Background: an optimization exercise with open tools, aiming at small area and a short achievable clock period. Do not read the settings as production practice.
The RTL was checked by simulation tests, not by an equivalence proof against the original design.

## config.mk

```make
export PLATFORM = sky130hd
export DESIGN_NAME = jh_efield
export DESIGN_NICKNAME = jh_efield
export VERILOG_FILES = /design/flow/design.v
export SDC_FILE = /design/flow/constraint.sdc
export NUM_CORES = 4
export LEC_CHECK = 0
export ABC_AREA = 1
export CAP_MARGIN = 20
export CORE_MARGIN = 2
export CORE_UTILIZATION = 50
export SLEW_MARGIN = 20
```

## constraint.sdc

```tcl
create_clock -name core_clock -period 17.0 [get_ports {clock}]
set_input_delay 3.4000 -clock core_clock [delete_from_list [all_inputs] [get_ports {clock}]]
set_output_delay 3.4000 -clock core_clock [all_outputs]
set_load 0.01 [all_outputs]
```

## design.v

```verilog
module fpa_prep (
	input  [26:0] in_A,
	input  [26:0] in_B,
	output [26:0] L,
	output        S_s,
	output [16:0] S_f,
	output [4:0]  d5,
	output        S_z,
	output        a_gt
);
	fpa_diff  df (.in_A(in_A), .in_B(in_B), .a_gt(a_gt), .d5(d5));
	fpa_swap  sw (.in_A(in_A), .in_B(in_B), .a_gt(a_gt), .L(L), .S_s(S_s), .S_f(S_f), .S_z(S_z));
endmodule
module fpa_diff (
	input  [26:0] in_A,
	input  [26:0] in_B,
	output        a_gt,
	output [4:0]  d5
);
	wire [7:0] dAB;
	wire [8:0] dBA;
	fpa_esub es (.eA(in_A[25:18]), .eB(in_B[25:18]), .dAB(dAB), .dBA(dBA));
	fpa_dsel ds (.dAB(dAB), .dBA(dBA), .a_gt(a_gt), .d5(d5));
endmodule
module fpa_esub (
	input  [7:0] eA,
	input  [7:0] eB,
	output [7:0] dAB,
	output [8:0] dBA
);
	assign dAB = eA - eB;
	assign dBA = {1'b0, eB} - {1'b0, eA};
endmodule
module fpa_dsel (
	input  [7:0] dAB,
	input  [8:0] dBA,
	output       a_gt,
	output [4:0] d5
);
	assign a_gt = dBA[8];
	wire [7:0] d = a_gt ? dAB : dBA[7:0];
	assign d5  = (d > 8'd21) ? 5'd31 : d[4:0];
endmodule
module fpa_swap (
	input  [26:0] in_A,
	input  [26:0] in_B,
	input         a_gt,
	output [26:0] L,
	output        S_s,
	output [16:0] S_f,
	output        S_z
);
	assign L = a_gt ? in_A : in_B;
	wire [26:0] S = a_gt ? in_B : in_A;
	assign S_s = S[26];
	assign S_f = S[17:1];
	assign S_z = (S[25:18] == 8'd0);
endmodule
module fpa_core (
	input  [26:0] L,
	input         L_s,
	input         S_s,
	input         sub,
	input  [16:0] S_f,
	input  [4:0]  d5,
	input         S_z,
	output        sgn,
	output [7:0]  e,
	output [20:0] F,
	output [4:0]  lz,
	output        z
);
	wire [7:0] Le = L[25:18];
	wire [17:0] Lf = {1'b1, L[17:1]};
	wire [17:0] Sf = {1'b1, S_f};
	wire L_z = (L[25:18] == 8'd0);
	wire big = (d5 > 5'd21) | S_z;
	wire [20:0] Lt = L_z ? 21'd0 : {2'b01, L[17:1], L[0] & S_z, 1'b0};
	wire [19:0] Xw = big ? 20'd0 : ({Sf, 2'b00} >> d5);
	reg s;
	integer i;
	always @* begin
		s = 1'b0;
		for (i = 0; i < 18; i = i + 1)
			if ((i + 18 >= d5) && (i + 3 <= d5)) s = s | Sf[i];
	end
	wire st = s & ~big;
	wire [20:0] Ff = Lt + {sub, Xw ^ {20{sub}}} + {20'd0, sub & ~st};
	wire [4:0] lzf = Ff[20] ? 5'd0 : Ff[19] ? 5'd1 : 5'd2;
	wire close = sub & ~S_z & (d5[4:1] == 4'd0);
	wire [19:0] X1 = {1'b0, Lf, 1'b0} - (d5[0] ? {2'b0, Sf} : {1'b0, Sf, 1'b0});
	wire [18:0] X2 = {Sf, 1'b0} - {Lf, 1'b0};
	wire use1 = d5[0] | ~X1[19];
	wire [18:0] R = use1 ? X1[18:0] : X2;
	reg [4:0] lzc;
	always @* begin
		lzc = 5'd19;
		for (i = 0; i < 19; i = i + 1) if (R[i]) lzc = 5'd18 - i;
	end
	assign sgn = (close & ~use1) ? S_s : L_s;
	assign F  = close ? {1'b0, R, 1'b0} : Ff;
	assign lz = close ? lzc + 5'd1 : lzf;
	assign z  = close ? (R == 19'd0) : L_z;
	wire [7:0] ef = Ff[20] ? Le + 8'd1 : Ff[19] ? Le : Le - 8'd1;
	assign e  = close ? Le - {3'b0, lzc} : ef;
endmodule
module fpa_back (
	input         sgn,
	input  [7:0]  e,
	input  [20:0] F,
	input  [4:0]  lz,
	input         z,
	output [26:0] out_Sum
);
	wire [20:0] Fn = F << lz;
	assign out_Sum = z ? 27'd0 : {sgn, e, Fn[19:2]};
endmodule
module fpa_front (
	input  [26:0] in_A,
	input  [26:0] in_B,
	output [35:0] pre
);
	wire [26:0] L;
	wire S_s, S_z;
	wire [16:0] S_f;
	wire [4:0] d5;
	fpa_prep p (.in_A(in_A), .in_B(in_B), .L(L), .S_s(S_s), .S_f(S_f), .d5(d5), .S_z(S_z), .a_gt());
	wire sgn, z;
	wire [7:0] e;
	wire [20:0] F;
	wire [4:0] lz;
	fpa_core c (.L(L), .L_s(L[26]), .S_s(S_s), .sub(L[26] ^ S_s), .S_f(S_f), .d5(d5), .S_z(S_z),
	            .sgn(sgn), .e(e), .F(F), .lz(lz), .z(z));
	assign pre = {sgn, e, F, lz, z};
endmodule
module fpa_norm (
	input  [35:0] pre,
	output [26:0] out_Sum
);
	fpa_back b (.sgn(pre[35]), .e(pre[34:27]), .F(pre[26:6]), .lz(pre[5:1]), .z(pre[0]), .out_Sum(out_Sum));
endmodule
module fp_multi (
	input  [26:0] in_A,
	input  [26:0] in_B,
	output [26:0] out_Prod
);
	wire [35:0] p = {1'b1, in_A[17:1]} * {1'b1, in_B[17:1]};
	wire [8:0] es = in_A[25:18] + in_B[25:18];
	wire [7:0] e = es[7:0] + (p[35] ? 8'd130 : 8'd129);
	wire z = (es < 9'h80) | (in_A[25:18] == 8'd0) | (in_B[25:18] == 8'd0);
	assign out_Prod = z ? 27'd0 : {in_A[26] ^ in_B[26], e, p[35] ? p[34:17] : p[33:16]};
endmodule
module fp_mul_b8 (
	input  [26:0] in_A,
	input  [26:0] in_B,
	input  [19:0] c3,
	output [26:0] out_Prod
);
	wire [17:0] y  = {1'b1, in_A[17:1]};
	wire [17:0] cf = {1'b1, in_B[17:1]};
	wire [18:0] yx = {y, 1'b0};
	reg  [35:0] row [0:5];
	reg  [5:0]  s;
	reg  [19:0] m;
	reg  [3:0]  g;
	integer i;
	always @* begin
		for (i = 0; i < 6; i = i + 1) begin
			g = yx[3*i +: 4];
			s[i] = g[3];
			case (g)
				4'b0001, 4'b0010, 4'b1101, 4'b1110: m = {2'b00, cf};
				4'b0011, 4'b0100, 4'b1011, 4'b1100: m = {1'b0, cf, 1'b0};
				4'b0101, 4'b0110, 4'b1001, 4'b1010: m = c3;
				4'b0111, 4'b1000:                   m = {cf, 2'b00};
				default:                            m = 20'd0;
			endcase
			row[i] = {15'd0, ~s[i], m ^ {20{s[i]}}} << (3 * i);
		end
	end
	wire [35:0] negs = {15'd0, s[5], 2'b00, s[4], 2'b00, s[3], 2'b00, s[2], 2'b00, s[1], 2'b00, s[0]};
	localparam [35:0] K = 36'h0 - 36'h924900000;    
	wire [35:0] p = row[0] + row[1] + row[2] + row[3] + row[4] + row[5] + {cf, 18'd0} + negs + K;
	wire [8:0] es = in_A[25:18] + in_B[25:18];
	wire [7:0] e = es[7:0] + (p[35] ? 8'd130 : 8'd129);
	wire z = (es < 9'h80) | (in_A[25:18] == 8'd0) | (in_B[25:18] == 8'd0);
	assign out_Prod = z ? 27'd0 : {in_A[26] ^ in_B[26], e, p[35] ? p[34:17] : p[33:16]};
endmodule
module fpm_out #(parameter [7:0] ce = 8'd0) (
	input  [26:0] in_A,
	input  [35:0] p,
	output [26:0] out_Prod
);
	wire [8:0] es = in_A[25:18] + ce;
	wire [7:0] e = es[7:0] + (p[35] ? 8'd130 : 8'd129);
	wire z = (es < 9'h80) | (in_A[25:18] == 8'd0);
	assign out_Prod = z ? 27'd0 : {in_A[26], e, p[35] ? p[34:17] : p[33:16]};
endmodule
module fp_mul_c1 (input [26:0] in_A, output [26:0] out_Prod);
	wire [17:0] x = {1'b1, in_A[17:1]};
	wire [35:0] p = {x, 18'd0} - {x, 15'd0} + {x, 13'd0} - {x, 10'd0} - {x, 8'd0} - {x, 6'd0} - {x, 4'd0};
	fpm_out #(8'd117) o (.in_A(in_A), .p(p), .out_Prod(out_Prod));
endmodule
module fp_mul_c2 (input [26:0] in_A, output [26:0] out_Prod);
	wire [17:0] x = {1'b1, in_A[17:1]};
	wire [35:0] p = {x, 18'd0} - {x, 16'd0} - {x, 14'd0} - {x, 12'd0} + {x, 10'd0} + {x, 2'd0};
	fpm_out #(8'd121) o (.in_A(in_A), .p(p), .out_Prod(out_Prod));
endmodule
module fp_mul_c3 (input [26:0] in_A, output [26:0] out_Prod);
	wire [17:0] x = {1'b1, in_A[17:1]};
	wire [35:0] p = {x, 18'd0} - {x, 14'd0} + {x, 12'd0} + {x, 10'd0} + {x, 8'd0} - {x, 6'd0} - {18'd0, x};
	fpm_out #(8'd125) o (.in_A(in_A), .p(p), .out_Prod(out_Prod));
endmodule
module jh_efield(
	input rst,
	input clock,
	input [26:0] r,				 
	input [26:0] V_right,				 
	input [26:0] V_left,					 
	input [26:0] V_top,		 
	input [26:0] V_bottom,	 
	output [26:0] fdtd_result
);
	wire [7:0] tb_dAB, rl_dAB;
	wire [8:0] tb_dBA, rl_dBA;
	fpa_esub es12 (.eA(V_top[25:18]), .eB(V_bottom[25:18]), .dAB(tb_dAB), .dBA(tb_dBA));
	fpa_esub es3 (.eA(V_right[25:18]), .eB(V_left[25:18]), .dAB(rl_dAB), .dBA(rl_dBA));
	reg [26:0] s0_top, s0_bot, s0_rgt, s0_lft;
	reg [7:0]  s0_tb_dAB, s0_rl_dAB;
	reg [8:0]  s0_tb_dBA, s0_rl_dBA;
	always @(posedge clock) begin
		s0_top <= V_top; s0_bot <= V_bottom;
		s0_rgt <= V_right; s0_lft <= V_left;
		s0_tb_dAB <= tb_dAB; s0_tb_dBA <= tb_dBA;
		s0_rl_dAB <= rl_dAB; s0_rl_dBA <= rl_dBA;
	end
	wire       s0_tb_gt, s0_rl_gt;
	wire [4:0] s0_tb_d5, s0_rl_d5;
	fpa_dsel ds12 (.dAB(s0_tb_dAB), .dBA(s0_tb_dBA), .a_gt(s0_tb_gt), .d5(s0_tb_d5));
	fpa_dsel ds3 (.dAB(s0_rl_dAB), .dBA(s0_rl_dBA), .a_gt(s0_rl_gt), .d5(s0_rl_d5));
	wire        s0_tb_Ss, s0_tb_Sz, s0_rl_Ss, s0_rl_Sz;
	wire [26:0] s0_tb_L, s0_rl_L;
	wire [16:0] s0_tb_Sf, s0_rl_Sf;
	fpa_swap swap12 (.in_A(s0_top), .in_B(s0_bot), .a_gt(s0_tb_gt), .L(s0_tb_L), .S_s(s0_tb_Ss),
	                 .S_f(s0_tb_Sf), .S_z(s0_tb_Sz));
	fpa_swap swap3 (.in_A(s0_rgt), .in_B(s0_lft), .a_gt(s0_rl_gt), .L(s0_rl_L), .S_s(s0_rl_Ss),
	                .S_f(s0_rl_Sf), .S_z(s0_rl_Sz));
	reg  [26:1] r_q1, c1r_q2;
	reg  [19:0] c3_q3;
	wire [26:0] c1r;
	fp_mul_c1 mul0 (.in_A({r_q1, 1'b0}), .out_Prod(c1r));
	wire [17:0] c1f = {1'b1, c1r_q2[17:1]};
	always @(posedge clock) begin
		r_q1 <= r[26:1];
		c1r_q2 <= c1r[26:1];
		c3_q3 <= {2'b00, c1f} + {1'b0, c1f, 1'b0};
	end
	wire sub2 = s0_tb_L[26] ^ s0_tb_Ss;
	wire dL_s = s0_tb_L[26] ^ ~(sub2 | s0_tb_gt);
	wire dS_s = s0_tb_Ss ^ ~(sub2 | ~s0_tb_gt);
	wire top_s = s0_tb_gt ? s0_tb_L[26] : s0_tb_Ss;
	wire        a_sgn, a_z, d_sgn, d_z;
	wire [7:0]  a_e, d_e;
	wire [20:0] a_F, d_F;
	wire [4:0]  a_lz, d_lz;
	fpa_core c_add (.L(s0_tb_L), .L_s(top_s), .S_s(s0_tb_Ss), .sub(1'b0), .S_f(s0_tb_Sf),
	                .d5(s0_tb_d5), .S_z(s0_tb_Sz), .sgn(a_sgn), .e(a_e), .F(a_F), .lz(a_lz), .z(a_z));
	fpa_core c_dif (.L(s0_tb_L), .L_s(sub2 ? s0_tb_L[26] : dL_s), .S_s(sub2 ? s0_tb_Ss : dS_s),
	                .sub(1'b1), .S_f(s0_tb_Sf),
	                .d5(s0_tb_d5), .S_z(s0_tb_Sz), .sgn(d_sgn), .e(d_e), .F(d_F), .lz(d_lz), .z(d_z));
	wire [26:0] tb_sum = a_z ? 27'd0 : {a_sgn, a_e, a_F[20] ? a_F[19:2] : a_F[18:1]};
	wire [26:0] tb_dif;
	fpa_back b_dif (.sgn(d_sgn), .e(d_e), .F(d_F), .lz(d_lz), .z(d_z), .out_Sum(tb_dif));
	wire [26:0] out1 = sub2 ? tb_sum : tb_dif;
	wire [26:0] out2 = sub2 ? tb_dif : tb_sum;
	wire        rl_sgn, rl_z;
	wire [7:0]  rl_e;
	wire [20:0] rl_F;
	wire [4:0]  rl_lz;
	fpa_core c3 (.L(s0_rl_L), .L_s(s0_rl_L[26]), .S_s(s0_rl_Ss), .sub(s0_rl_L[26] ^ s0_rl_Ss),
	             .S_f(s0_rl_Sf), .d5(s0_rl_d5), .S_z(s0_rl_Sz),
	             .sgn(rl_sgn), .e(rl_e), .F(rl_F), .lz(rl_lz), .z(rl_z));
	wire [26:0] out3;
	fpa_back b3 (.sgn(rl_sgn), .e(rl_e), .F(rl_F), .lz(rl_lz), .z(rl_z), .out_Sum(out3));
	reg [26:1] s1_t1, s1_t2, s1_t3;
	always @(posedge clock) begin
		s1_t1 <= out1[26:1];
		s1_t2 <= out2[26:1];
		s1_t3 <= out3[26:1];
	end
	wire [26:0] out4, out5, out6;
	fp_mul_b8 mul1 (.in_A({s1_t1, 1'b0}), .in_B({c1r_q2, 1'b0}), .c3(c3_q3), .out_Prod(out4));
	fp_mul_c2 mul2 (.in_A({s1_t2, 1'b0}), .out_Prod(out5));
	fp_mul_c3 mul3 (.in_A({s1_t3, 1'b0}), .out_Prod(out6));
	reg [26:0] s2_p4, s2_p5, s2_p6;
	always @(posedge clock) begin
		s2_p4 <= out4;
		s2_p5 <= out5;
		s2_p6 <= out6;
	end
	wire [35:0] pre5;
	fpa_front add5 (.in_A(s2_p5), .in_B(s2_p4), .pre(pre5));
	reg [35:0] s3_pre5;
	reg [26:0] s3_p6;
	always @(posedge clock) begin
		s3_pre5 <= pre5;
		s3_p6 <= s2_p6;
	end
	wire [26:0] out7;
	fpa_norm n5 (.pre(s3_pre5), .out_Sum(out7));
	wire [7:0] e7 = s3_pre5[0] ? 8'd0 : s3_pre5[34:27];
	wire [7:0] a6_dAB;
	wire [8:0] a6_dBA;
	fpa_esub es6 (.eA(s3_p6[25:18]), .eB(e7), .dAB(a6_dAB), .dBA(a6_dBA));
	wire       a6_gt;
	wire [4:0] a6_d5;
	fpa_dsel ds6 (.dAB(a6_dAB), .dBA(a6_dBA), .a_gt(a6_gt), .d5(a6_d5));
	wire        a6_Ss, a6_Sz;
	wire [26:0] a6_L;
	wire [16:0] a6_Sf;
	fpa_swap swap6 (.in_A(s3_p6), .in_B(out7), .a_gt(a6_gt), .L(a6_L), .S_s(a6_Ss),
	                .S_f(a6_Sf), .S_z(a6_Sz));
	wire        a6_sgn, a6_z;
	wire [7:0]  a6_e;
	wire [20:0] a6_F;
	wire [4:0]  a6_lz;
	fpa_core c6 (.L(a6_L), .L_s(a6_L[26]), .S_s(a6_Ss), .sub(a6_L[26] ^ a6_Ss), .S_f(a6_Sf),
	             .d5(a6_d5), .S_z(a6_Sz), .sgn(a6_sgn), .e(a6_e), .F(a6_F), .lz(a6_lz), .z(a6_z));
	reg [35:0] s4_pre6;
	always @(posedge clock) s4_pre6 <= {a6_sgn, a6_e, a6_F, a6_lz, a6_z};
	fpa_norm n6 (.pre(s4_pre6), .out_Sum(fdtd_result));
endmodule
```

## flow/run.sh

```bash
#!/bin/bash
# Layout flow: the standard flow (standard.sh) with two changes:
# - synthesis does not map adders onto the library's full/half-adder cells
#   (ADDER_MAP_FILE left empty), so ABC maps and times that logic with the rest;
# - timing repair (floorplan, CTS and global-route steps) aims for 10.5 ns of
#   setup slack instead of 0 (SETUP_SLACK_MARGIN), so that it works on the
#   paths that set the period the design achieves. The clock period and the
#   constraints are the design's, unchanged.
set -euo pipefail
cd "$(dirname "$0")/.."
export ADDER_MAP_FILE=
export SETUP_SLACK_MARGIN=10.5
bash standard.sh > standard.log 2>&1
```

## standard.sh

```bash
#!/bin/bash
# synth_recipe.tcl (not shown) runs the flow's synth.tcl, then flattens the netlist and writes it again
# the make line also repeats each setting of config.mk as NAME=value (left out here)
make -C /OpenROAD-flow-scripts/flow DESIGN_CONFIG=/design/flow/config.mk WORK_HOME=/design/flow/orfs CLKGATE_MAP_FILE= SYNTH_SCRIPT=/design/flow/synth_recipe.tcl "${@:-finish}"
```

==> results of run 1 <==
==> metrics by stage <==
stage                     cells  cell area, um2  worst slack [ps]
final                     14000           71700             10780
after global routing      14000           71700             10470
after CTS                 13900           70100             10490
after detailed placement  13700           67600              8950
after global placement    13700           67600              9010
after floorplan           12100           65600             11900
==> layer usage <==
layer | global-route usage (%) | vias to the layer above | wire length (um)
li1 | - | 39100 | -
met1 | 45.8 | 34800 | 106000
met2 | 51.4 | 3162 | 99500
met3 | 4.48 | 451 | 21200
met4 | 9.91 | 4 | 7290
met5 | 0 | - | 26
==> cell type report <==
type	instances	area share [%]
tap	1742	3.04
multi-input combinational	9636	67.9
timing repair inverter	3	0.0227
inverter	1711	9.15
timing repair buffer	286	3.87
clock inverter	42	0.859
sequential	468	13.1
clock buffer	64	2.07
==> state kept, by name, summed over array words and instances, names as in the netlist, 9 cells and up <==
register   flops
r_q1          26
s1_t2         26
s0_lft        27
s0_rgt        27
s0_bot        27
s1_t1         26
s3_p6         27
s2_p6         27
s0_tb_dBA      9
s2_p4         27
c3_q3         20
s4_pre6       35
s2_p5         27
c1r_q2        26
s1_t3         26
s0_top        27
s0_rl_dBA      9
s3_pre5       35
==> kinds of logic after synthesis <==
logic type / Yosys count
xor gates and xnor gates: 679
adders and majority gates: 18
DFF: 468
AOI/OAI and AO/OA: 2017
muxes: 10
and+or+nand+nor: 6884
buffers and inverters: 2047
==> cell usage in the layout (no fill, tap or decap), types with 27 or more instances in the layout <==
cell type,instances
a21boi_0,30
a21oi_1,420
a221oi_1,65
a31oi_1,61
buf_4,109
clkbuf_16,59
clkdlybuf4s50_1,161
clkinv_1,27
dfxtp_1,458
inv_1,1524
inv_2,128
nand2_1,3811
nand2_2,152
nand2_4,27
nand3_1,900
nand3_2,37
nand3b_1,40
nand4_1,193
nor2_1,1265
nor2_2,77
nor2_4,54
nor3_1,93
nor4_1,39
o211ai_1,61
o21ai_0,740
o21ai_1,203
o21ai_2,74
o21bai_1,27
o22ai_1,112
or2_1,29
or2_2,119
xnor2_1,126
xor2_1,539
==> worst max-delay path, cell delays in order, from the launching register on <==
cell and delay, ps:
dfxtp_1 300, buf_4 240, inv_4 130, nand2_1 80
nand2_1 60, o21ai_0 240, nor2_1 80, a31oi_1 280
nand2_1 100, nand3_1 80, a21oi_1 60, clkdlybuf4s50_1 490
==> what timing repair did <==
item                                    CTS  global route
pin swaps                                14            32
endpoints found under the setup margin  171           157
gates resized for setup                  54           191
hold endpoints to repair                  0             0
setup buffers                            10            82
cloned                                   17            18
==> worst max-delay path by stage <==
| stage | end | slack, ps |
|---|---|---|
| 6_report | fdtd_result[15] | 10780 |
| 5_1_grt | s1_t3[9] | 10470 |
| 4_1_cts | s3_pre5[28] | 10490 |
| 3_5_place_dp | s1_t2[4] | 8950 |
| 3_3_place_gp | s1_t2[4] | 9010 |
| 2_1_floorplan | fdtd_result[17] | 11900 |
==> results_dict.tcl, run 1 <==
set metrics [dict create \
    status "complete, no violations" \
    synth_area_leaders "nand2_1, dfxtp_1, inv_1" \
    holdPathStages 0 \
    hold_path.class "reg -> reg" \
    fp.dieArea_um2 134000 \
    start_util_pct 50.5 \
    endpoint_kind "output pin" \
    synth.cell_area_um2 65600 \
    synth-adder-area-share_pct 0.275 \
    nNetsFinal 12300 \
    grt-ovfl-total 0 \
    dr.pass1.iters 9 \
    synth_simple_gate_area_share_pct 45.1 \
    synth_area_per_cell_um2 5.41 \
    grt_max_degree 92 \
    ys_ff_latch 468 \
    ff_latch_area_um2 9390 \
    relSlewSlack_pct 20.8 \
    timing.rr.end "s3_pre5[28]" \
    worst_pin_slew_ps 1180 \
    grt_first_pass_wirelength_um 362000 \
    regToRegStartpoint "s2_p5[24]" \
    cts_hold_buf 0 \
    diodes 0 \
    drtIter0Drc 7856 \
    rsz0062_at_grt "false" \
    synth_nets 12300 \
    slew_viol_final 0 \
    fin_crit_ps 6220 \
    whs_endpoint "s3_p6[0]" \
    final_core_util_pct 55.2 \
    synth_cell_type_count 98 \
    setup_tns_ps 0 \
    chipHeight_um 366 \
    route.detailed.drc 0 \
    setup_viol_count_final 0 \
    htree_levels 2 \
    finalCritPeriodShare_pct 36.6 \
    synth-compound-area-share_pct 18.0 \
    cts_buffers 56 \
    dpl.hpwl_um 185000 \
    grt_use_total_pct 32.6 \
    gp_congestion 1.01 \
    clk_latency_ps 700 \
    yosysMostFrequentCell "nand2_1" \
    path_max_fanout 20 \
    fill_cells 13900 \
    drive_gt1_share_pct 8.63 \
    cts_max_path_buffers 3 \
    synthFlopType "dfxtp_1" \
    area_delta_synth_final_pct 9.36 \
    yosys_warnings 4 \
    ant_nets 0 \
    coreArea_um2 130000 \
    cts_sinks 468 \
    final_hold_viol_count 0 \
    synthXorXnorAreaFrac_pct 9.20 \
    finClkSkew_ps 77.6 \
    synth_edf_count 0 \
    cts_tree "done" \
    worstPathArrival_ps 2820 \
    cts_root_buf "clkbuf_16" \
    numPortBuffers 161 \
    path_class "reg -> out" \
    min_from "s2_p6[0]" \
    synth_commonest_cells "nand2_1, inv_1, nor2_1" \
    io_pins 164 \
    rr_worst_depth 37 \
    synth_top_family_by_area "simple AND/OR/NAND/NOR gates" \
    syn_inst 12100 \
    maxCapViolations 0 \
    synth_largest_area_cell "nand2_1" \
    die_w_um 366 \
    antenna_found_initial 5 \
    whs_ps 324 \
    totalWireLength_um 234000 \
    async_reset_ff_share_pct 0 \
    cp-startpoint "s4_pre6[1]" \
    avgRoutedWirePerCell_um 16.8 \
    max_freq_ghz 0.161 \
    vias 77500 \
    multi_input_area_um2 48700 \
    crit_required_ps 13600 \
    yosysSeqAreaShare_pct 14.3 \
    clkSlewWorstSetupHoldPaths_ps 60 \
    viasPerCell 5.56 \
    grt_pass1_vias 68700 \
    start_kind "register" \
    rows 132 \
    synth_top_area_share_pct 21.9 \
    synthMuxAreaShare_pct 0.155 \
    rrSetupSlack_ps 10840 \
]
==> run 2: changes to the inputs <==
==> flow/run.sh (replaced) <==
#!/bin/bash
# Layout flow: the standard flow (standard.sh) with two changes:
# - synthesis does not map adders onto the library's full/half-adder cells
#   (ADDER_MAP_FILE left empty), so ABC maps and times that logic with the rest;
# - timing repair (floorplan, CTS and global-route steps) aims for 11 ns of
#   setup slack instead of 0 (SETUP_SLACK_MARGIN), so that it works on the
#   paths that set the period the design achieves. The clock period and the
#   constraints are the design's, unchanged.
set -euo pipefail
cd "$(dirname "$0")/.."
export ADDER_MAP_FILE=
export SETUP_SLACK_MARGIN=11
bash standard.sh > standard.log 2>&1
--- a/config.mk
+++ b/config.mk
@@ -9,4 +9,5 @@
 export CAP_MARGIN = 20
 export CORE_MARGIN = 2
 export CORE_UTILIZATION = 50
+export PLACE_DENSITY = 0.75
 export SLEW_MARGIN = 20
==> run 2 against run 1 <==
Effect of this change:
- still clean
- cell count rose by 0.75%
- hold slack got worse by 2.1 ps
- die area unchanged
- sequential share of layout area fell by 0.41 points
- via count up 2.0%
- synthesized area unchanged
- core utilization up 2.0 points
- clock skew down 2.6 ps
- count of clock-buffer cells in the layout grew 3
==> results_dict.tcl, run 2 <==
set metrics [dict create \
    status "complete, no violations" \
    grt-ovfl-total 0 \
    synth.cell_area_um2 65600 \
    fin_crit_ps 5860 \
    synth_largest_area_cell "nand2_1" \
    setup_tns_ps 0 \
    cts_root_buf "clkbuf_16" \
    numPortBuffers 161 \
    clkSlewWorstSetupHoldPaths_ps 60 \
    drive_gt1_share_pct 11.7 \
    yosysSeqAreaShare_pct 14.3 \
    instances_no_fill 14100 \
    endpoint_kind "output pin" \
    antenna_found_initial 1 \
    route.detailed.drc 0 \
    avgRoutedWirePerCell_um 16.8 \
    final_cell_area_um2 74300 \
    synth_commonest_cells "nand2_1, inv_1, nor2_1" \
    cts_tree "done" \
    synth_area_leaders "nand2_1, dfxtp_1, inv_1" \
    fill_cells 13300 \
    cts_sinks 468 \
    cts_max_path_buffers 3 \
    path_class "reg -> out" \
    ys_ff_latch 468 \
    rrSetupSlack_ps 11160 \
    totalWireLength_um 236000 \
    viasPerCell 5.62 \
    io_pins 164 \
    die_w_um 366 \
    area_delta_synth_final_pct 13.3 \
    grt_max_degree 86 \
    dpl-instance-area_um2 67600 \
    worst_pin_slew_ps 983 \
    setup_viol_count_final 0 \
    start_kind "register" \
    crit_required_ps 13600 \
    slew_viol_final 0 \
    grt_first_pass_wirelength_um 361000 \
    fp.dieArea_um2 134000 \
    start_util_pct 50.5 \
    htree_levels 2 \
    synth_cell_type_count 98 \
    maxCapViolations 0 \
    rows 132 \
    relSlewSlack_pct 33.8 \
    yosys_warnings 4 \
    gp_congestion 1.03 \
    worstPathArrival_ps 2460 \
    mostFrequentLayoutCells "nand2_1, inv_1, nor2_1" \
    synth_nets 12300 \
    dpl.hpwl_um 181000 \
    dr.pass1.iters 9 \
    cts_hold_buf 0 \
    synthFlopType "dfxtp_1" \
    chipHeight_um 366 \
    drtIter0Drc 8761 \
    pre_cts_ws_ps 8910 \
    finalCritPeriodShare_pct 34.5 \
    final_hold_viol_count 0 \
    syn_inst 12100 \
    yosysMostFrequentCell "nand2_1" \
    synth_area_per_cell_um2 5.41 \
    placedCellCount 13700 \
    vias 79000 \
    final_core_util_pct 57.2 \
    grt_use_total_pct 32.4 \
    rsz0062_at_grt "true" \
    clk_latency_ps 680 \
    synth_top_area_share_pct 21.9 \
    final_common_cell "nand2_1" \
    coreArea_um2 130000 \
    finClkSkew_ps 75.0 \
    grt_pass1_vias 68800 \
    async_reset_ff_share_pct 0 \
    reg.largest.list "s3_pre5: 35 flops, s4_pre6: 35 flops" \
    path_max_fanout 10 \
    nNetsFinal 12400 \
    setup_slack_ps 11140 \
    cts_buffers 54 \
    hold_path.class "reg -> reg" \
    whs_ps 322 \
    synth_edf_count 0 \
    ant_nets 0 \
    max_freq_ghz 0.171 \
]
## run 2: worst max-delay path: stages (launching register included)
cell and delay, ps:
dfxtp_4 410, buf_6 170, nand2_1 80, nand3_1 100, nand2_1 60, nor2_1 160
inv_1 80, o22ai_1 170, clkdlybuf4s50_1 560
## run 2: worst paths after layout
path	startpoint	end	cells past startpoint
worst max register to register	s3_pre5[0]	s4_pre6[29]	38
worst max-delay path	s4_pre6[1]	fdtd_result[8]	8
worst min register to register	s2_p6[22]	s3_p6[22]	0
worst min-delay path	s2_p6[22]	s3_p6[22]	0
## run 2: cell type report
| type | instances | area (um2) | area share [%] |
|---|---|---|---|
| multi-input cells | 9646 | 50400 | 67.8 |
| flip-flops and latches | 468 | 9420 | 12.7 |
| inverters | 1711 | 6630 | 8.93 |
| repair buffers | 380 | 3710 | 4.99 |
| well taps | 1742 | 2180 | 2.93 |
| clock buffers | 67 | 1470 | 1.98 |
| clock inverters | 32 | 443 | 0.596 |
| repair inverters | 9 | 66.3 | 0.0892 |
| diodes | 1 | 2.50 | 0.00337 |
## run 2: cell families after synthesis
kind of cell | after synthesis | share of synthesized area, %
xor+xnor | 679 | 9.20
flops | 468 | 14.3
fa+ha+maj | 18 | 0.275
mux | 10 | 0.155
compound gates | 2017 | 18.0
simple gates | 6884 | 45.1
buf+inv | 2047 | 12.9
## run 2: repair_timing
action	4_1_cts	5_1_grt
gates cloned	23	32
endpoints found under the setup margin	185	177
gates resized for setup	150	576
pin swaps	20	101
setup buffers	43	139
## run 2: layer usage
layer  track usage, %  vias to the layer above  share of wire (%)
met3             4.49                      650                9.0
met4             10.9                        2                4.1
met5                0                        -             0.0030
met1             45.2                    35600                 44
li1                 -                    39400                  -
met2             50.8                     3477                 42
==> run 3: changes to the inputs <==
--- a/config.mk
+++ b/config.mk
@@ -9,5 +9,4 @@
 export CAP_MARGIN = 20
 export CORE_MARGIN = 2
 export CORE_UTILIZATION = 50
-export PLACE_DENSITY = 0.75
 export SLEW_MARGIN = 20
==> run 3 against run 2 <==
Effect of this change:
- still clean on timing, DRC and antenna
- non-clock buffer count up 14
- register-to-register slack worse by 30 ps
- critical path depth up 1
- cell count up 0.15%
- hold slack better by 2.3 ps
- largest cell class unchanged
- count of clock-buffer cells in the layout down 3
- highest routed layer unchanged
- critical path type unchanged
==> results_dict.tcl, run 3 <==
set metrics [dict create \
    status "complete, no violations" \
    nNetsFinal 12400 \
    diodes 0 \
    rsz0062_at_grt "true" \
    yosys_warnings 4 \
    timing.rr.end "s4_pre6[28]" \
    viasPerCell 5.61 \
    yosysMostFrequentCell "nand2_1" \
    final_hold_viol_count 0 \
    endpoint_kind "output pin" \
    fin_crit_ps 5910 \
    synth_top_area_share_pct 21.9 \
    slew_viol_final 0 \
    antenna_found_initial 5 \
    final_common_cell "nand2_1" \
    finClkSkew_ps 74.4 \
    die_w_um 366 \
    synth_nets 12300 \
    rows 132 \
    finalCritPeriodShare_pct 34.8 \
    totalWireLength_um 242000 \
    synth_commonest_cells "nand2_1, inv_1, nor2_1" \
    start_kind "register" \
    ant_nets 0 \
    cts_root_buf "clkbuf_16" \
    numPortBuffers 161 \
    yosysSeqAreaShare_pct 14.3 \
    io_pins 164 \
    drtIter0Drc 8078 \
    chipHeight_um 366 \
    setup_viol_count_final 0 \
    dr.pass1.iters 8 \
    holdPathStages 0 \
    dpl.hpwl_um 185000 \
    whs_ps 324 \
    synthFlopType "dfxtp_1" \
    cts_tree "done" \
    avgRoutedWirePerCell_um 17.2 \
    regToRegStartpoint "s3_pre5[0]" \
    area_delta_synth_final_pct 14.6 \
    worstPathArrival_ps 2510 \
    htree_levels 2 \
    synth_largest_area_cell "nand2_1" \
    setup_tns_ps 0 \
    rrSetupSlack_ps 11130 \
    synth_area_leaders "nand2_1, dfxtp_1, inv_1" \
    min_from "s2_p6[0]" \
    relSlewSlack_pct 24.5 \
    fp.dieArea_um2 134000 \
    synth_edf_count 0 \
    clkSlewWorstSetupHoldPaths_ps 60 \
    grt_first_pass_wirelength_um 366000 \
    crit_required_ps 13600 \
    cts_sinks 468 \
    mostFrequentLayoutCells "nand2_1, inv_1, nor2_1" \
    synth.cell_area_um2 65600 \
    coreArea_um2 130000 \
    route.detailed.drc 0 \
    reg.largest.list "s3_pre5: 35 flops, s4_pre6: 35 flops" \
    gp_congestion 1.01 \
    hold_path.class "reg -> reg" \
    syn_inst 12100 \
    whs_endpoint "s3_p6[0]" \
    clk_latency_ps 700 \
    worst_pin_slew_ps 1120 \
    path_max_fanout 20 \
    grt-ovfl-total 0 \
    path_class "reg -> out" \
    maxCapViolations 0 \
    grt_use_total_pct 33.0 \
    async_reset_ff_share_pct 0 \
    vias 78900 \
    synth_area_per_cell_um2 5.41 \
    start_util_pct 50.5 \
    max_freq_ghz 0.169 \
    drive_gt1_share_pct 12.5 \
    ys_ff_latch 468 \
    grt_pass1_vias 69400 \
    instances_no_fill 14100 \
    cts_max_path_buffers 3 \
    placedCellCount 13700 \
    cts_buffers 56 \
    grt_max_degree 53 \
    synth_cell_type_count 98 \
    rr_worst_depth 33 \
]
## run 3: routing by layer
| metal | global-route usage [%] | wire length (um) | vias to the layer above |
|---|---|---|---|
| met4 | 10.4 | 8660 | 4 |
| met3 | 4.76 | 21600 | 575 |
| met5 | 0 | 47 | - |
| met2 | 52.1 | 104000 | 3296 |
| li1 | - | - | 39400 |
| met1 | 46.1 | 108000 | 35600 |
## run 3: kinds of logic (layout without fill, tap and decap cells)
kind of cell | Yosys count | in the layout | share of synthesized area, %
AO/OA/AOI/OAI | 2017 | 2018 | 18.0
XOR/XNOR | 679 | 679 | 9.20
adder cells (fa/ha/maj) | 18 | 18 | 0.275
buffers and inverters | 2047 | 2219 | 12.9
flip-flops | 468 | 468 | 14.3
multiplexers | 10 | 10 | 0.155
AND/OR/NAND/NOR | 6884 | 6923 | 45.1
## run 3: area by class of cell
| cell class | instances | area, um2 |
|---|---|---|
| fillers | 13600 | 54700 |
| repair buffers | 394 | 3910 |
| flip-flops and latches | 468 | 9420 |
| multi-input cells | 9648 | 50800 |
| well taps | 1742 | 2180 |
| clock buffers | 64 | 1480 |
| repair inverters | 8 | 60.1 |
| inverters | 1711 | 6680 |
| clock inverters | 42 | 616 |
## run 3: critical path: stages, from the launching register on
cell and delay, ps:
dfxtp_1 360, buf_12 180, inv_8 70, nand2_1 60, nand2_1 60, o21ai_1 170, nor2_1 60, a31oi_1 270
o22ai_1 110, clkdlybuf4s50_1 490
## run 3: worst max path at each step
stage / to / start / cells past startpoint / slack, ps
2_1_floorplan: fdtd_result[17] / s4_pre6[1] / 10 / 11900
3_3_place_gp: s1_t2[4] / s0_tb_dBA[8] / 42 / 9010
3_5_place_dp: s1_t2[4] / s0_tb_dBA[8] / 42 / 8950
4_1_cts: s1_t3[14] / s0_rl_dBA[8] / 47 / 11000
5_1_grt: s4_pre6[33] / s3_pre5[0] / 34 / 10800
6_report: fdtd_result[13] / s4_pre6[1] / 9 / 11090
## run 3: timing repair
item | CTS | global route
pin swaps | 25 | 133
hold buffers | 0 | 0
endpoints found under the hold margin | 0 | 0
gates resized for setup | 178 | 664
gates cloned | 28 | 30
buffers inserted | 41 | 153
setup endpoints to repair | 190 | 173
## run 3: metrics by stage
step | setup WS, ps | util [%] | instance area, um2
2_1_floorplan | 11900 | - | 65600
3_3_place_gp | 9010 | 52.1 | 67600
3_5_place_dp | 8950 | 52.1 | 67600
4_1_cts | 11000 | 54.7 | 71000
5_1_grt | 10800 | 57.9 | 75100
6_report | 11090 | 57.9 | 75100
==> run 4: changes to the inputs <==
--- a/design.v
+++ b/design.v
@@ -246,14 +246,14 @@
 	fpa_swap swap3 (.in_A(s0_rgt), .in_B(s0_lft), .a_gt(s0_rl_gt), .L(s0_rl_L), .S_s(s0_rl_Ss),
 	                .S_f(s0_rl_Sf), .S_z(s0_rl_Sz));
 	reg  [26:1] r_q1, c1r_q2;
-	reg  [19:0] c3_q3;
+	reg  [19:0] c3_q2;
 	wire [26:0] c1r;
 	fp_mul_c1 mul0 (.in_A({r_q1, 1'b0}), .out_Prod(c1r));
-	wire [17:0] c1f = {1'b1, c1r_q2[17:1]};
+	wire [17:0] c1f = {1'b1, c1r[17:1]};
 	always @(posedge clock) begin
 		r_q1 <= r[26:1];
 		c1r_q2 <= c1r[26:1];
-		c3_q3 <= {2'b00, c1f} + {1'b0, c1f, 1'b0};
+		c3_q2 <= {2'b00, c1f} + {1'b0, c1f, 1'b0};
 	end
 	wire sub2 = s0_tb_L[26] ^ s0_tb_Ss;
 	wire dL_s = s0_tb_L[26] ^ ~(sub2 | s0_tb_gt);
@@ -289,7 +289,7 @@
 		s1_t3 <= out3[26:1];
 	end
 	wire [26:0] out4, out5, out6;
-	fp_mul_b8 mul1 (.in_A({s1_t1, 1'b0}), .in_B({c1r_q2, 1'b0}), .c3(c3_q3), .out_Prod(out4));
+	fp_mul_b8 mul1 (.in_A({s1_t1, 1'b0}), .in_B({c1r_q2, 1'b0}), .c3(c3_q2), .out_Prod(out4));
 	fp_mul_c2 mul2 (.in_A({s1_t2, 1'b0}), .out_Prod(out5));
 	fp_mul_c3 mul3 (.in_A({s1_t3, 1'b0}), .out_Prod(out6));
 	reg [26:0] s2_p4, s2_p5, s2_p6;
--- a/config.mk
+++ b/config.mk
@@ -9,4 +9,5 @@
 export CAP_MARGIN = 20
 export CORE_MARGIN = 2
 export CORE_UTILIZATION = 50
+export PLACE_DENSITY = 0.75
 export SLEW_MARGIN = 20
==> run 4 against run 3 <==
Effect of this change:
- non-clock buffer count is 28 higher
- global-route usage is 0.79 points higher
- cell count is 1.3% higher
- critical path type unchanged
==> results_dict.tcl, run 4 <==
set metrics [dict create \
    cts_sinks 467 \
    synth_cell_type_count 91 \
    synth_largest_area_cell "nand2_1" \
    path_class "reg -> out" \
    synth_commonest_cells "nand2_1, inv_1, nor2_1" \
    multi_input_area_um2 50900 \
    worst_pin_slew_ps 1200 \
    ff_latch_area_um2 9470 \
    grt-ovfl-total 0 \
    finalCritPeriodShare_pct 34.9 \
    pre_cts_ws_ps 8860 \
    cp-startpoint "s4_pre6[1]" \
    start_kind "register" \
    setup_viol_count_final 0 \
    min_from "s2_p6[4]" \
    crit_required_ps 13600 \
    avgRoutedWirePerCell_um 17.0 \
    rows 132 \
    path_max_fanout 10 \
    dr.pass1.iters 9 \
    yosysMostFrequentCell "nand2_1" \
    numPortBuffers 161 \
    status "complete, no violations" \
    gp_congestion 1.01 \
    fill_cells 13400 \
    reg.largest.list "s3_pre5: 35 flops, s4_pre6: 35 flops" \
    vias 79700 \
    htree_levels 2 \
    final_hold_viol_count 0 \
    route.detailed.drc 0 \
    ys_ff_latch 467 \
    relSlewSlack_pct 19.0 \
    final_common_cell "nand2_1" \
    fp.dieArea_um2 133000 \
    chipHeight_um 365 \
    mostFrequentLayoutCells "nand2_1, inv_1, nor2_1" \
    max_freq_ghz 0.169 \
    synth_nets 12400 \
    setup_tns_ps 0 \
    setup_slack_ps 11070 \
    die_w_um 365 \
    drtIter0Drc 8680 \
    rsz0062_at_grt "true" \
    finClkSkew_ps 60.8 \
    synth_area_per_cell_um2 5.32 \
    clkSlewWorstSetupHoldPaths_ps 70 \
    coreArea_um2 129000 \
    antenna_found_initial 3 \
    drive_gt1_share_pct 12.4 \
    synthFlopType "dfxtp_1" \
    grt_first_pass_wirelength_um 368000 \
    fin_crit_ps 5930 \
    diodes 0 \
    clk_latency_ps 690 \
    cts_buffers 54 \
    start_util_pct 50.4 \
    viasPerCell 5.59 \
    final_core_util_pct 58.3 \
    syn_inst 12300 \
    maxCapViolations 0 \
    io_pins 164 \
    yosys_warnings 4 \
    synth_top_area_share_pct 23.5 \
    yosysSeqAreaShare_pct 14.3 \
    hold_path.class "reg -> reg" \
    dpl.hpwl_um 187000 \
    slew_viol_final 0 \
    ant_nets 0 \
    cts_root_buf "clkbuf_16" \
    area_delta_synth_final_pct 15.7 \
    synth_area_leaders "nand2_1, dfxtp_1, inv_1" \
    totalWireLength_um 242000 \
    nNetsFinal 12600 \
    regToRegStartpoint "s1_t1[6]" \
    cts_hold_buf 0 \
    endpoint_kind "output pin" \
    grt_use_total_pct 33.8 \
    cts_max_path_buffers 3 \
    grt_max_degree 53 \
    grt_pass1_vias 70200 \
    synth.cell_area_um2 65300 \
    synth_edf_count 0 \
    worstPathArrival_ps 2530 \
    async_reset_ff_share_pct 0 \
    cts_tree "done" \
]
[run 4: cell count changes in the layout (fill, tap and decap cells not counted), sizes merged, moves of 12 or more]
cell	before	now
nand3	953	907
nor2	1399	1435
a21oi	450	480
inv	1676	1712
nand2	4006	4216
o2111ai	24	12
buf	223	250
nand4	195	160
o21ai	1021	1003
[run 4: critical path, stage by stage, from the launching register on]
cell             delay [ps]
dfxtp_4                 390
buf_4                   180
nand2_1                  60
nand2_1                 160
o21ai_0                 150
nand2_1                  90
nand2_1                  80
o21ai_0                 170
clkdlybuf4s50_1         560
[run 4: what timing repair did]
item                       CTS  global route
gates cloned                26            27
resized for setup          251           811
pin swaps                   32           138
setup buffers               65           147
setup endpoints to repair  206           205
[run 4: per-stage QoR]
step	hold WS [ps]	cell area [um2]	cells
floorplan	310	65300	12300
global placement	310	67600	13900
detailed placement	312	67600	13900
CTS	323	71300	14100
global route	324	75500	14300
finish	321	75500	14300
[run 4: worst paths after layout]
path | to | slack, ps | cells after the start
worst max-delay path | fdtd_result[13] | 11070 | 8
worst min-delay path | s3_p6[4] | 320 | 0
worst max register to register | s2_p4[6] | 11160 | 36
worst min register to register | s3_p6[4] | 320 | 0
[run 4: area by class of cell]
class	instances	share of cell area [%]
Clock buffer	61	1.89
Clock inverter	38	0.701
Inverter	1745	9.03
Multi-Input combinational cell	9780	67.5
Sequential cell	467	12.5
Tap cell	1742	2.89
Timing Repair Buffer	422	5.40
Timing Repair inverter	7	0.0812
[run 4: cell families after synthesis]
group	Yosys count	share of synthesized area (%)
xor gates and xnor gates	679	9.23
and+or+nand+nor	7039	45.6
muxes	11	0.172
buffers and inverters	2050	12.8
adders and majority gates	16	0.245
AOI/OAI and AO/OA	1999	17.6
DFF	467	14.3
[run 4: per-layer routing]
metal	track usage (%)	vias up	wire (um)
li1	-	39700	-
met1	46.4	35800	106000
met2	54.6	3536	106000
met3	4.49	648	21100
met4	10.7	6	9420
met5	0	-	46
==> run 5: changes to the inputs <==
--- a/config.mk
+++ b/config.mk
@@ -9,5 +9,5 @@
 export CAP_MARGIN = 20
 export CORE_MARGIN = 2
 export CORE_UTILIZATION = 50
-export PLACE_DENSITY = 0.75
+export PLACE_DENSITY = 0.85
 export SLEW_MARGIN = 20
==> run 5 against run 4 <==
Effect of this change:
- still clean on timing, DRC and antenna
- flip-flop and latch count did not move
- global-route usage fell by 3.6 points
- setup slack got worse by 60 ps
- fmax fell by 0.99%
- sequential share of layout area rose by 0.31 points
- critical path type unchanged
- critical endpoint is now fdtd_result[17]
- highest routed layer is now met4
==> results_dict.tcl, run 5 <==
set metrics [dict create \
    status "complete, no violations" \
    cts_sinks 467 \
    fin_crit_ps 5990 \
    dpl.hpwl_um 166000 \
    grt_max_degree 87 \
    ys_ff_latch 467 \
    gp_congestion 1.04 \
    totalWireLength_um 218000 \
    setup_viol_count_final 0 \
    hold_path.class "reg -> reg" \
    async_reset_ff_share_pct 0 \
    fp.dieArea_um2 133000 \
    htree_levels 2 \
    regToRegStartpoint "s3_pre5[0]" \
    coreArea_um2 129000 \
    instances_no_fill 14200 \
    antenna_found_initial 0 \
    area_delta_synth_final_pct 12.7 \
    start_kind "register" \
    synth_top_area_share_pct 23.5 \
    max_freq_ghz 0.167 \
    timing.rr.end "s4_pre6[34]" \
    crit_slowest_cell "clkdlybuf4s50_1" \
    path_cells "clkbuf_4 -> nand2_1 -> nand3_1 -> o21ai_0 -> o21ai_1 -> o211ai_1 -> a21oi_1 -> clkdlybuf4s50_1" \
    rr_worst_depth 43 \
    cts_root_buf "clkbuf_16" \
    viasPerCell 5.56 \
    path_class "reg -> out" \
    grt_use_total_pct 30.2 \
    drtIter0Drc 10500 \
    placedCellCount 13900 \
    crit_buf_inv 2 \
    final_common_cell "nand2_1" \
    synth_cell_type_count 91 \
    reg.largest.list "s3_pre5: 35 flops, s4_pre6: 35 flops" \
    grt-ovfl-total 0 \
    synth_edf_count 0 \
    syn_inst 12300 \
    path_max_fanout 6 \
    finalCritPeriodShare_pct 35.2 \
    worstPathArrival_ps 2590 \
    cp_top_family "buffers and inverters" \
    finClkSkew_ps 33.2 \
    whs_endpoint "s3_p6[21]" \
    setup_tns_ps 0 \
    numPortBuffers 161 \
    route.detailed.drc 0 \
    yosysSeqAreaShare_pct 14.3 \
    synth_nets 12400 \
    dr.pass1.iters 9 \
    yosysMostFrequentCell "nand2_1" \
    vias 78900 \
    maxCapViolations 0 \
    clk_latency_ps 680 \
    synth.cell_area_um2 65300 \
    cts_buffers 52 \
    synth_area_leaders "nand2_1, dfxtp_1, inv_1" \
    rrSetupSlack_ps 11150 \
    endpoint_kind "output pin" \
    io_pins 164 \
    relSlewSlack_pct 22.8 \
    die_w_um 365 \
    synthFlopType "dfxtp_1" \
    crit_required_ps 13600 \
    min_from "s2_p6[21]" \
    clkSlewWorstSetupHoldPaths_ps 60 \
    worst_pin_slew_ps 1150 \
    holdPathStages 0 \
    drive_gt1_share_pct 10.3 \
    synth_area_per_cell_um2 5.32 \
    grt_first_pass_wirelength_um 336000 \
    ant_nets 0 \
    critical-path-max-stage-delay_ps 550 \
    chipHeight_um 365 \
    final_hold_viol_count 0 \
    synth_largest_area_cell "nand2_1" \
    cts_max_path_buffers 3 \
    nNetsFinal 12500 \
    mostFrequentLayoutCells "nand2_1, inv_1, nor2_1" \
    yosys_warnings 4 \
    avgRoutedWirePerCell_um 15.3 \
    slew_viol_final 0 \
    rsz0062_at_grt "true" \
    rows 132 \
    start_util_pct 50.4 \
    whs_ps 319 \
    grt_pass1_vias 67000 \
    synth_commonest_cells "nand2_1, inv_1, nor2_1" \
    cts_tree "done" \
]
run 5: cell counts after synthesis:
Identical to the previous run, type by type.
run 5: per-stage QoR:
step,worst slack [ps],area (um2),utilization (%)
after global placement,9250,67600,52.2
after global routing,10840,73500,56.8
after CTS,10950,70200,54.2
after floorplan,11910,65300,-
final,11010,73500,56.8
after detailed placement,9240,67600,52.2
run 5: area by class of cell:
class	instances	area, um2
clock inverters	32	405
repair buffers	362	3460
flip-flops and latches	467	9450
clock buffers	61	1410
fillers	12900	55900
diodes	1	2.50
inverters	1745	6780
multi-input cells	9774	49800
well taps	1742	2180
repair inverters	8	55.1
run 5: how the worst max path moves through the flow:
stage / cells after the start / startpoint / endpoint
global placement: 39 / s0_tb_dBA[8] / s1_t2[4]
CTS: 37 / s0_rl_dBA[8] / s1_t3[17]
finish: 8 / s4_pre6[1] / fdtd_result[17]
detailed placement: 39 / s0_tb_dBA[8] / s1_t2[4]
floorplan: 10 / s4_pre6[1] / fdtd_result[14]
global route: 44 / s3_pre5[0] / s4_pre6[32]
run 5: routing by layer:
| layer | vias to the layer above | routed length (um) | part of all wire (%) | GRT usage [%] |
|---|---|---|---|---|
| met1 | 34300 | 90900 | 42 | 41.5 |
| li1 | 39500 | - | - | - |
| met5 | - | 0 | 0 | 0 |
| met2 | 4311 | 92000 | 42 | 47.1 |
| met4 | 0 | 10300 | 4.7 | 12.0 |
| met3 | 770 | 24600 | 11 | 4.64 |
run 5: cells by family (layout without fill, tap and decap cells):
group           Yosys count  count (layout)  synth area share [%]
buf+inv                2050            2208                  12.8
flops                   467             467                  14.3
simple gates           7039            7068                  45.6
mux                      11              11                 0.172
compound gates         1999            2000                  17.6
other cells               0               1                     0
fa+ha+maj                16              16                 0.245
xor+xnor                679             679                  9.23
run 5: repair_timing:
item | CTS | global route
endpoints found under the hold margin | 0 | 0
setup endpoints to repair | 175 | 209
pin swaps | 19 | 75
hold buffers | 0 | 0
gates resized for setup | 127 | 594
gates cloned | 16 | 30
buffers inserted | 32 | 126
run 5: worst reg2reg max path, delay by kind of cell, from the launching register on:
kind	cells	cell delay [ps]
and+or+nand+nor	33	3940
AOI/OAI and AO/OA	5	780
buffers and inverters	5	630
DFF	1	400
==> run 6: changes to the inputs <==
--- a/config.mk
+++ b/config.mk
@@ -9,5 +9,5 @@
 export CAP_MARGIN = 20
 export CORE_MARGIN = 2
 export CORE_UTILIZATION = 50
-export PLACE_DENSITY = 0.85
+export PLACE_DENSITY = 0.95
 export SLEW_MARGIN = 20
==> run 6 against run 5 <==
Effect of this change:
- synthesized area stayed put
- core utilization is 0.085 points lower
- first-iteration DRC count is 19% higher
- still clean on timing, DRC and antenna
- register-to-register slack worse by 210 ps
==> results_dict.tcl, run 6 <==
set metrics [dict create \
    clk_latency_ps 680 \
    mostFrequentLayoutCells "nand2_1, inv_1, nor2_1" \
    final_hold_viol_count 0 \
    coreArea_um2 129000 \
    setup_slack_ps 10940 \
    setup_viol_count_final 0 \
    top_layer "met5" \
    wl_met1_um 84000 \
    worst_pin_slew_ps 1120 \
    critPathMostFrequentCell "nand2_1" \
    grt-ovfl-total 0 \
    crit_required_ps 17530 \
    critical-path-max-stage-delay_ps 430 \
    start_kind "register" \
    die_w_um 365 \
    cts_buffers 51 \
    dr.pass1.iters 22 \
    cts_sinks 467 \
    area_delta_synth_final_pct 12.5 \
    wl_met3_um 28800 \
    cp_top_family "simple AND/OR/NAND/NOR gates" \
    chipHeight_um 365 \
    htree_levels 2 \
    maxCapViolations 0 \
    grt_pass1_vias 69600 \
    finClkSkew_ps 35.0 \
    numPortBuffers 161 \
    viasPerCell 5.78 \
    fp.dieArea_um2 133000 \
    synth_cell_type_count 91 \
    path_class "reg -> reg" \
    nNetsFinal 12600 \
    synthFlopType "dfxtp_1" \
    wl_met2_um 93900 \
    instances_no_fill 14200 \
    synth_area_per_cell_um2 5.32 \
    cts_tree "done" \
    status "complete, no violations" \
    synth_nets 12400 \
    relSlewSlack_pct 25.0 \
    drtIter0Drc 12400 \
    yosysMostFrequentCell "nand2_1" \
    async_reset_ff_share_pct 0 \
    cts_root_buf "clkbuf_16" \
    dpl.hpwl_um 162000 \
    yosysSeqAreaShare_pct 14.3 \
    final_cell_area_um2 73400 \
    grt_use_total_pct 29.7 \
    totalWireLength_um 221000 \
    reg.largest.list "s3_pre5: 35 flops, s4_pre6: 35 flops" \
    worstPathArrival_ps 6590 \
    synth_area_leaders "nand2_1, dfxtp_1, inv_1" \
    avgRoutedWirePerCell_um 15.5 \
    slew_viol_final 0 \
    cts_hold_buf 0 \
    synth_top_area_share_pct 23.5 \
    final_core_util_pct 56.7 \
    endpoint_kind "register" \
    syn_inst 12300 \
    rows 132 \
    synth_edf_count 0 \
    start_util_pct 50.4 \
    route.detailed.drc 0 \
    yosys_warnings 4 \
    final_common_cell "nand2_1" \
    ys_ff_latch 467 \
    crit_buf_inv 8 \
    hold_path.class "reg -> reg" \
    gp_congestion 1.11 \
    ant_nets 0 \
    path_max_fanout 18 \
    finalCritPeriodShare_pct 35.7 \
    synth_largest_area_cell "nand2_1" \
    drive_gt1_share_pct 10.1 \
    synth.cell_area_um2 65300 \
    grt_first_pass_wirelength_um 334000 \
    pre_cts_ws_ps 9190 \
    dpl-instance-area_um2 67500 \
    grt_max_degree 85 \
    whs_ps 317 \
    io_pins 164 \
    fin_crit_ps 6060 \
    cts_max_path_buffers 3 \
    antenna_found_initial 2 \
    placedCellCount 13900 \
    crit_slowest_cell "dfxtp_4" \
    rsz0062_at_grt "true" \
    clkSlewWorstSetupHoldPaths_ps 60 \
    setup_tns_ps 0 \
    synth_commonest_cells "nand2_1, inv_1, nor2_1" \
    vias 82000 \
    max_freq_ghz 0.165 \
]
-- run 6: cell counts after synthesis --
No cell type changed its count.
-- run 6: layer usage --
metal / up-vias / GRT usage, %
li1: 39500 / -
met1: 35600 / 38.2
met2: 5678 / 47.5
met3: 1267 / 5.96
met4: 2 / 14.0
met5: - / 0
-- run 6: repair_timing --
| action | 4_1_cts | 5_1_grt |
|---|---|---|
| resized for setup | 118 | 546 |
| pin swaps | 15 | 74 |
| endpoints found under the setup margin | 195 | 215 |
| cloned | 15 | 35 |
| buffers inserted | 24 | 146 |
-- run 6: cell type report --
type,count,area [um2]
tap,1742,2180
inverter,1745,6770
clock inverter,35,475
timing repair buffer,371,3610
multi-input combinational,9777,49600
sequential,467,9450
timing repair inverter,7,45.0
antenna,1,2.50
clock buffer,59,1320
fill,11900,56100
-- run 6: worst paths after layout --
| path | from | endpoint | slack, ps | cells past startpoint |
|---|---|---|---|---|
| worst min-delay path | s2_p6[11] | s3_p6[11] | 320 | 0 |
| worst min register to register | s2_p6[11] | s3_p6[11] | 320 | 0 |
| worst max register to register | s0_tb_dBA[8] | s1_t2[4] | 10940 | 41 |
| worst max-delay path | s0_tb_dBA[8] | s1_t2[4] | 10940 | 41 |
-- run 6: kinds of logic after synthesis --
| group | count (synthesis) | synth area share, % |
|---|---|---|
| compound gates | 1999 | 17.6 |
| flops | 467 | 14.3 |
| fa+ha+maj | 16 | 0.245 |
| xor+xnor | 679 | 9.23 |
| mux | 11 | 0.172 |
| simple gates | 7039 | 45.6 |
| buf+inv | 2050 | 12.8 |
-- run 6: worst reg2reg max path, delay by kind of cell, from the launching register on --
| kind | cells | cell delay, ps |
|---|---|---|
| DFF | 1 | 430 |
| buffers and inverters | 8 | 950 |
| and+or+nand+nor | 25 | 3500 |
| AOI/OAI and AO/OA | 8 | 1050 |
==> run 7: changes to the inputs <==
--- a/config.mk
+++ b/config.mk
@@ -9,5 +9,6 @@
 export CAP_MARGIN = 20
 export CORE_MARGIN = 2
 export CORE_UTILIZATION = 50
-export PLACE_DENSITY = 0.95
+export CTS_BUF_LIST = sky130_fd_sc_hd__clkbuf_8
+export PLACE_DENSITY = 0.75
 export SLEW_MARGIN = 20
==> run 7 against run 6 <==
Effect of this change:
- fmax rose by 2.9%
- register-to-register slack better by 220 ps
- routed wire length increased by 9.6%
- clock skew increased by 6.1 ps
==> results_dict.tcl, run 7 <==
set metrics [dict create \
    status "complete, no violations" \
    gp_congestion 1.01 \
    fill_cells 13400 \
    endpoint_kind "output pin" \
    rows 132 \
    yosysSeqAreaShare_pct 14.3 \
    synth_edf_count 0 \
    cts_tree "done" \
    viasPerCell 5.58 \
    instances_no_fill 14300 \
    cts_root_buf "clkbuf_8" \
    grt-ovfl-total 0 \
    hold_path.class "reg -> reg" \
    dr.pass1.iters 10 \
    fp.dieArea_um2 133000 \
    area_delta_synth_final_pct 15.2 \
    yosysMostFrequentCell "nand2_1" \
    cts_hold_buf 0 \
    relSlewSlack_pct 14.0 \
    ant_nets 0 \
    syn_inst 12300 \
    clkSlewWorstSetupHoldPaths_ps 60 \
    ys_ff_latch 467 \
    grt_use_total_pct 33.9 \
    maxCapViolations 0 \
    path_cells "buf_4 -> buf_12 -> nand2_1 -> nand2_1 -> o21ai_1 -> nor2_1 -> o311ai_2 -> a21oi_1 -> dlygate4sd2_1" \
    synth-compound-area-share_pct 17.6 \
    finalCritPeriodShare_pct 34.7 \
    synth_commonest_cells "nand2_1, inv_1, nor2_1" \
    synth_area_leaders "nand2_1, dfxtp_1, inv_1" \
    final_hold_viol_count 0 \
    cts_buffers 85 \
    fin_crit_ps 5890 \
    setup_slack_ps 11110 \
    htree_levels 3 \
    start_kind "register" \
    path_max_fanout 6 \
    pre_cts_ws_ps 8860 \
    worst_pin_slew_ps 1280 \
    synthXorXnorAreaFrac_pct 9.23 \
    multi_input_area_um2 50800 \
    synth_nets 12400 \
    drtIter0Drc 8553 \
    coreArea_um2 129000 \
    io_pins 164 \
    avgRoutedWirePerCell_um 16.9 \
    critical-path-max-stage-delay_ps 380 \
    max_freq_ghz 0.170 \
    synth.cell_area_um2 65300 \
    totalWireLength_um 242000 \
    grt_max_degree 53 \
    placedCellCount 13900 \
    synth_top_area_share_pct 23.5 \
    synth_top_family_by_area "simple AND/OR/NAND/NOR gates" \
    start_util_pct 50.4 \
    whs_ps 320 \
    vias 79800 \
    crit_required_ps 13600 \
    synth_simple_gate_area_share_pct 45.6 \
    antenna_found_initial 4 \
    setup_viol_count_final 0 \
    final_common_cell "nand2_1" \
    setup_tns_ps 0 \
    synth-adder-area-share_pct 0.245 \
    synth_largest_area_cell "nand2_1" \
    final_cell_area_um2 75200 \
    path_class "reg -> out" \
    cts_sinks 467 \
    drive_gt1_share_pct 12.4 \
    nNetsFinal 12600 \
    route.detailed.drc 0 \
    synth_area_per_cell_um2 5.32 \
    rsz0062_at_grt "true" \
    finClkSkew_ps 41.1 \
    dpl.hpwl_um 187000 \
    grt_first_pass_wirelength_um 368000 \
    clk_latency_ps 810 \
    dpl-instance-area_um2 67600 \
    chipHeight_um 365 \
    critPathMostFrequentCell "nand2_1" \
    synthMuxAreaShare_pct 0.172 \
    async_reset_ff_share_pct 0 \
    mostFrequentLayoutCells "nand2_1, inv_1, nor2_1" \
    final_core_util_pct 58.1 \
    reg.largest.list "s3_pre5: 35 flops, s4_pre6: 35 flops" \
    crit_slowest_cell "dfxtp_4" \
    worstPathArrival_ps 2490 \
    synth_cell_type_count 91 \
    cts_max_path_buffers 3 \
    slew_viol_final 0 \
    ff_latch_area_um2 9470 \
    grt_pass1_vias 70600 \
    synthFlopType "dfxtp_1" \
    numPortBuffers 161 \
    die_w_um 365 \
    yosys_warnings 4 \
]
run 7: cell counts after synthesis:
Identical to the previous run, type by type.
run 7: final cells by class:
| cell class | count | share of cell area [%] |
|---|---|---|
| clock inverters | 58 | 0.760 |
| repair inverters | 6 | 0.0682 |
| multi-input cells | 9779 | 67.6 |
| clock buffers | 100 | 1.83 |
| flip-flops and latches | 467 | 12.6 |
| diodes | 3 | 0.00998 |
| well taps | 1742 | 2.90 |
| repair buffers | 407 | 5.19 |
| inverters | 1745 | 9.07 |
run 7: metal layers:
metal | vias to the layer above | global-route usage [%] | share of wire, %
li1 | 39700 | - | -
met1 | 35900 | 46.1 | 44
met2 | 3515 | 54.6 | 44
met3 | 630 | 5.20 | 8.7
met4 | 6 | 10.8 | 3.8
met5 | - | 0 | 0.016
run 7: critical path: cells and delay by family (launching register included):
family / cells / cell delay (ps)
AOI/OAI and AO/OA: 3 / 570
buffers and inverters: 3 / 570
DFF: 1 / 380
and+or+nand+nor: 3 / 190
run 7: kinds of logic (layout without fill, tap and decap cells):
family,Yosys count,after routing
and+or+nand+nor,7039,7073
AOI/OAI and AO/OA,1999,2000
DFF,467,467
muxes,11,11
buffers and inverters,2050,2316
other,0,3
xor gates and xnor gates,679,679
adders and majority gates,16,16
run 7: final timing paths:
check | startpoint | endpoint | slack (ps) | depth (start not counted)
hold reg to reg | s2_p6[15] | s3_p6[15] | 320 | 0
setup / recovery | s4_pre6[1] | fdtd_result[14] | 11110 | 9
setup reg to reg | s0_tb_dBA[8] | s1_t1[17] | 11160 | 36
hold / removal | s2_p6[15] | s3_p6[15] | 320 | 0
run 7: what timing repair did:
action	CTS	global route
pin swaps	31	115
buffers inserted	70	128
gates resized for setup	261	782
gates cloned	24	26
setup endpoints to repair	206	207

==> static timing again, ports no longer ideal <==
The results above use ideal ports. As a check the final layouts listed here were re-extracted and re-timed, cells and wires unchanged. Step 1 (the two cells are an assumption about what drives the block):
set clk [get_ports {clock}]
set_driving_cell -lib_cell sky130_fd_sc_hd__clkbuf_16 $clk
set_driving_cell -lib_cell sky130_fd_sc_hd__buf_2 [delete_from_list [all_inputs] $clk]
Step 2 times the ports against the registers' clock, not the clock port: input delays grow and output delays shrink by t, the midpoint of the rising clock arrivals with the driver on. Slacks: ideal ports / drivers / drivers and shift; pairs: ideal ports / drivers.
| run | t, ns | slack for setup (ns) | worst setup path after step 2 | clock arrival spread, ns | worst slew at a driven data input, ns |
|---|---|---|---|---|---|
| run 1 | 0.740 | 10.780 / 10.701 / 10.841 | register to register | 0.079 / 0.079 | 0.06 |
| run 2 | 0.726 | 11.141 / 11.062 / 11.062 | input to register | 0.075 / 0.075 | 0.08 |
| run 3 | 0.744 | 11.089 / 11.010 / 11.105 | input to register | 0.076 / 0.076 | 0.06 |
| run 4 | 0.748 | 11.071 / 10.988 / 11.112 | input to register | 0.065 / 0.065 | 0.15 |
| run 5 | 0.734 | 11.012 / 10.937 / 11.147 | register to register | 0.037 / 0.037 | 0.07 |
| run 6 | 0.734 | 10.939 / 10.939 / 10.939 | register to register | 0.054 / 0.053 | 0.17 |
| run 7 | 0.868 | 11.109 / 11.030 / 11.137 | input to register | 0.047 / 0.046 | 0.15 |
After both steps setup and hold are still met in every run listed. The setup slack of run 2, which loses most, moves by -0.079 ns with the drivers and by -0.079 ns with both steps.
